Context: an optimization exercise on an open-source flow, tuned for small area, a short achievable clock period and few clock cycles per item. The choices shown serve that exercise and are no tape-out recipe. Only simulation tests tie the RTL to the original design; equivalence was not proved.

==> flow/design.v, too long to show whole: its modules and the start of the top module <==
// module lms_core: 4371 lines
// module lms_gp: 11 lines
// module lms_g: 8 lines
// module lms_fa: 10 lines
module lms_core #(
    parameter WIDTH = 16,
    parameter FRAC  = 8
)(
    input wire clk,
    input wire rst,
    input wire start,
    input wire signed [WIDTH-1:0] x_in,
    input wire signed [WIDTH-1:0] d_in,
    output wire signed [WIDTH-1:0] y_out,
    output wire signed [WIDTH-1:0] e_out,
    output reg done
);
  // ...
==> flow/run.sh <==
#!/bin/bash
# synth_recipe.tcl (not shown) runs the flow's synth.tcl, then flattens the netlist and writes it again
# the make line also repeats each setting of config.mk as NAME=value (left out here)
make -C /OpenROAD-flow-scripts/flow DESIGN_CONFIG=/design/flow/config.mk WORK_HOME=/design/flow/orfs CLKGATE_MAP_FILE= SYNTH_SCRIPT=/design/flow/synth_recipe.tcl finish
==> flow/config.mk <==
export PLATFORM = sky130hd
export DESIGN_NAME = lms_core
export DESIGN_NICKNAME = lms_core
export VERILOG_FILES = /design/flow/design.v
export SDC_FILE = /design/flow/constraint.sdc
export NUM_CORES = 4
export LEC_CHECK = 0
export CAP_MARGIN = 20
export CORE_MARGIN = 2
export CORE_UTILIZATION = 55
export CTS_BUF_LIST = sky130_fd_sc_hd__clkbuf_4 sky130_fd_sc_hd__clkbuf_8
export SETUP_SLACK_MARGIN = 3.0
export SLEW_MARGIN = 20
export SYNTH_HIERARCHICAL = 1
export SYNTH_MINIMUM_KEEP_SIZE = 0
==> flow/constraint.sdc <==
create_clock -name core_clock -period 8.0 [get_ports {clk}]
set_input_delay 1.6000 -clock core_clock [delete_from_list [all_inputs] [get_ports {clk}]]
set_output_delay 1.6000 -clock core_clock [all_outputs]
set_load 0.01 [all_outputs]
==> reports/qor.txt, run 1 <==
status - complete, no violations
RSZ-0062 raised after global routing - yes
Synth top area share - 21.2%
FP Rows - 115
fin area - 0.0620 mm²
final setup fails - 0
Biggest register - acc_a
n_diodes - 5
commonest non-fill, non-tap cell in the layout - xnor2_1
Routed WL - 187,000 µm
most frequent cells in the layout - xnor2_1, mux2i_1, a21o_1, fa_1, ha_1
CTS tree - yes
cell family with most CP delay - adder cells
Largest regs - acc_a x25, acc_b x24
hold crit path type - reg2reg
post-CTS setup buffers - 94
count leader, synth - xnor2_1
Well Taps - 1,287
dominant class by area - multi-input gates
DRT antenna net count - 0
Routed met3 length - 15,100 µm
clock sinks - 446
total grt overflow - 0
Commonest cells post-synth - xnor2_1, mux2i_1, fa_1
Critical Path Start Type - register
grt peak-use layer - met2
sum of net half-perimeters after detailed placement - 145,000 µm
Synth Area in Compound Gates - 8.92%
Met1 Routed Length - 79,600 µm
Testbench counts, summed over its fixed seeds: cycles 6,144, items 2,048.
==> inputs of run 2 (changes only) <==
--- a/flow/config.mk
+++ b/flow/config.mk
@@ -7,8 +7,7 @@
 export LEC_CHECK = 0
 export CAP_MARGIN = 20
 export CORE_MARGIN = 2
-export CORE_UTILIZATION = 55
-export CTS_BUF_LIST = sky130_fd_sc_hd__clkbuf_4 sky130_fd_sc_hd__clkbuf_8
+export CORE_UTILIZATION = 40
 export SETUP_SLACK_MARGIN = 3.0
 export SLEW_MARGIN = 20
 export SYNTH_HIERARCHICAL = 1
==> run 2 against run 1 <==
  * Clock-buffer cell count fell by 55
  * Die area rose by 37%
  * Critical path depth rose by 1
  * Critical path type unchanged
  * Routed wire length fell by 0.58%
  * Fmax fell by 1.8%
  * Core utilization fell by 17 points
  * Still clean on timing, DRC and antenna
  * Cell count rose by 6.2%
  * Synthesized cell count did not move
  * Flip-flop and latch count did not move
==> reports/qor.txt, run 2 <==
status - complete, no violations (unchanged)
total grt overflow - 0 (unchanged)
max cap viols - 0 (unchanged)
cell family with most CP delay - adder cells (unchanged)
Post-Synth XOR/XNOR Area - 14.5% (unchanged)
count leader, synth - xnor2_1 (unchanged)
Clock Latency Late Sink - 0.71 ns (was 0.78 ns)
Critical Path Start Type - register (unchanged)
n_diodes - 0 (was 5)
mapped cell area - 0.0545 mm² (unchanged)
full die area - 0.139 mm² (was 0.102 mm²)
Clock Pin Slew Worst Setup and Hold Paths - 0.06 ns (about the same)
cell mode on critical path - fa_2 (unchanged)
cell taking the most area after synthesis - fa_1 (unchanged)
Post-Synth Simple-Gate Area - 10.1% (unchanged)
most frequent cells in the layout - xnor2_1, mux2i_1, a21o_1 (was xnor2_1, mux2i_1, a21o_1, fa_1, ha_1)
hold crit path type - reg2reg (unchanged)
vias in the first global route - 40,200 (about the same)
Post-Synth Adder-Cell Area - 32.6% (unchanged)
Worst slew margin - 32.5% (was 21.8%)
Least-Margin Pin Slew - 1.01 ns (was 1.17 ns)
main combinational cell family by area after synthesis - adder cells (unchanged)
die span in x - 373 µm (was 319 µm)
Slew Viols, Final - 0 (unchanged)
post-synthesis register bit count - 446 (unchanged)
Routed WL - 186,000 µm (was 187,000 µm)
Synth-to-Final Area Change - 14.2% (was 13.8%)
Crit path buffers/inverters - 3 (was 2)
synth unique cells - 59 (unchanged)
fin cells - 7,306 (was 6,881)
crit end category - register (unchanged)
DRT antenna net count - 0 (unchanged)
CTS buffer count - 55 (was 84)
Placer Congestion - 0.948 (was 0.953)
I/O Buffers - 67 (unchanged)
top_reg_cell synth - dfxtp_1 (unchanged)
wire length per cell - 25.5 µm (was 27.2 µm)
RSZ-0062 raised after global routing - yes (unchanged)
Async SR Flop Fraction - 0% (unchanged)
CP max stage delay - 0.67 ns (was 0.62 ns)
CP max stage cell - fa_2 (unchanged)
final setup fails - 0 (unchanged)
Biggest register - acc_a (unchanged)
max reg flops - 25 (unchanged)
Initial Utilization - 40.3% (was 55.5%)
critical path class - reg2reg (unchanged)
synthesized area per cell - 9.95 µm² (unchanged)
R2R cell count - 14 (was 13)
Synth top area share - 21.2% (unchanged)
first-pass GRT wire length - 270,000 µm (was 268,000 µm)
crit share post-route - 67.6% (was 66.4%)
die height - 373 µm (was 319 µm)
Largest regs - acc_a x25, acc_b x24 (unchanged)
Clock Tree Root - clkbuf_16 (was clkbuf_8)
fmax - 185 MHz (was 188 MHz)
DP Cell Count - 7,017 (was 6,500)
Commonest cells post-synth - xnor2_1, mux2i_1, fa_1 (unchanged)
H-tree depth - 2 (was 3)
Gate Count Post-Synth - 5,480 (unchanged)
clock sinks - 446 (unchanged)
GRT Total Usage - 26.1% (was 36.0%)
FP Rows - 135 (was 115)
Ys Warns - 7 (unchanged)
drc violations - 0 (unchanged)
post-synthesis mux area share - 12.9% (unchanged)
Post-synth EDFFs - 0 (unchanged)
hold path depth - 1 (unchanged)
Fin. Hold Viols - 0 (unchanged)
core area - 0.135 mm² (was 0.0983 mm²)
Crit path arrival time - 5.93 ns (was 5.94 ns)
Worst Skew - 0.0742 ns (was 0.0756 ns)
Max clock buf depth - 3 (unchanged)
commonest non-fill, non-tap cell in the layout - xnor2_1 (unchanged)
largest net degree at the start of global routing - 152 (was 157)
WP data required - 8.52 ns (was 8.63 ns)
DR pass1 iterations - 6 (was 5)
first-iteration detailed-routing DRC count - 3,656 (was 3,360)
Net count, final - 6,591 (was 6,631)
sum of net half-perimeters after detailed placement - 144,000 µm (was 145,000 µm)
CTS tree - yes (unchanged)
Seq/Total Area, Yosys - 16.4% (unchanged)
initial antenna violation count - 9 (was 4)
WP depth - 14 (was 13)
Synth Area in Compound Gates - 8.92% (unchanged)
Post-Route Setup TNS - 0 ns (unchanged)
minimum clock period - 5.41 ns (was 5.31 ns)
Ports - 68 (unchanged)
CP Max Fanout - 8 (unchanged)
layout cell share with drive strength beyond 1 - 15.7% (was 18.0%)
Via Count - 39,800 (was 40,100)
DR vias/cell - 5.45 (was 5.83)
synth top area cells - fa_1, dfxtp_1, xnor2_1 (unchanged)
critical path, cell by cell - buf_12 -> buf_12 -> buf_12 -> mux2i_2 -> xnor2_1 -> ha_2 -> fa_1 -> fa_2 -> fa_2 -> fa_2 -> fa_1 -> fa_2 -> fa_2 -> fa_2 (was buf_12 -> buf_12 -> mux2i_2 -> xnor2_1 -> ha_2 -> fa_1 -> fa_2 -> fa_1 -> fa_2 -> fa_1 -> fa_2 -> fa_2 -> fa_2)
==> run 2: cell counts after synthesis <==
Identical to the previous run, type by type.
==> run 2: repair_timing <==
action / CTS / global route
endpoints found under the setup margin: 160 / 82
cloned: 13 / 1
buffers inserted: 90 / 84
resized for setup: 328 / 209
pin swaps: 55 / 105
hold buffers: 0 / 0
==> run 2: kinds of logic after synthesis <==
| group | Yosys count |
|---|---|
| compound gates | 677 |
| buf+inv | 614 |
| xor+xnor | 905 |
| other cells | 2 |
| simple gates | 1062 |
| fa+ha+maj | 1075 |
| flops | 446 |
| mux | 699 |
==> run 2: modules after synthesis (local to each module, per instance) <==
module	area, µm²	times used
lms_core	37800	1
lms_fa	20.0	552
lms_gp	13.8	295
lms_g	7.51	216
==> run 2: layout make-up <==
| cell class | instances | area, µm² |
|---|---|---|
| Timing Repair Buffer | 318 | 3120 |
| Tap cell | 1781 | 2230 |
| Fill cell | 12600 | 73000 |
| Sequential cell | 446 | 9120 |
| Clock inverter | 30 | 445 |
| Inverter | 231 | 896 |
| Clock buffer | 71 | 1530 |
| Multi-Input combinational cell | 4429 | 44900 |
==> run 2: metal layers <==
metal / GRT usage (%) / vias to the layer above / routed length [µm]
li1: - / 18000 / -
met1: 35.9 / 19800 / 81100
met2: 40.2 / 1697 / 80000
met3: 5.86 / 369 / 17700
met4: 8.97 / 0 / 7160
met5: 0 / - / 0
==> run 2: worst paths after layout <==
path / start / slack (ns) / to
worst max-delay path: eq1_0 / 2.59 / acc_b[15]
worst min-delay path: ph2 / 0.44 / done
worst max register to register: eq1_0 / 2.59 / acc_b[15]
worst min register to register: ph2 / 0.44 / done
==> run 2: metrics by stage <==
step | hold WS (ns) | utilization [%] | setup slack, ns | area (µm²)
after detailed placement | 0.431 | 41.7 | 1.73 | 56400
after global placement | 0.418 | 41.7 | 1.85 | 56400
after CTS | 0.444 | 44.8 | 2.66 | 60600
final | 0.440 | 46.0 | 2.59 | 62200
after floorplan | 0.414 | - | 3.00 | 54700
after global routing | 0.461 | 46.0 | 2.53 | 62200
==> run 2: worst reg2reg max path, stage by stage (launching register included) <==
cell and delay (ns):
dfxtp_2 0.34, buf_12 0.13, buf_12 0.13, buf_12 0.15, mux2i_2 0.23, xnor2_1 0.14
ha_2 0.20, fa_1 0.43, fa_2 0.67, fa_2 0.48, fa_2 0.56, fa_1 0.43
fa_2 0.35, fa_2 0.53, fa_2 0.44

==> re-timing with driven ports <==
How much do the figures lean on ideal ports? The routed layouts below were timed once more, with nothing changed but the port constraints. Step 1, drivers: a clkbuf_16 drives clk and a buf_2 each remaining input, both assumed. Step 2 adds t to the input delays and takes it off the output delays; t is the mean of the earliest and latest rising clock arrival at the registers after step 1. Input paths then give back, and output paths get back, about the clock's delay inside the block. a / b / c = no drivers / after step 1 / after step 2; a / b = the first two.
| run | t (ns) | slack for setup (ns) | latest minus earliest clock arrival (ns) | slew at the worst register clock pin (ns) |
|---|---|---|---|---|
| run 1 | 0.809 | 2.688 / 2.688 / 2.688 | 0.076 / 0.076 | 0.07 / 0.07 |
| run 2 | 0.746 | 2.589 / 2.589 / 2.589 | 0.074 / 0.074 | 0.07 / 0.07 |
After both steps setup and hold are still met in every run listed.
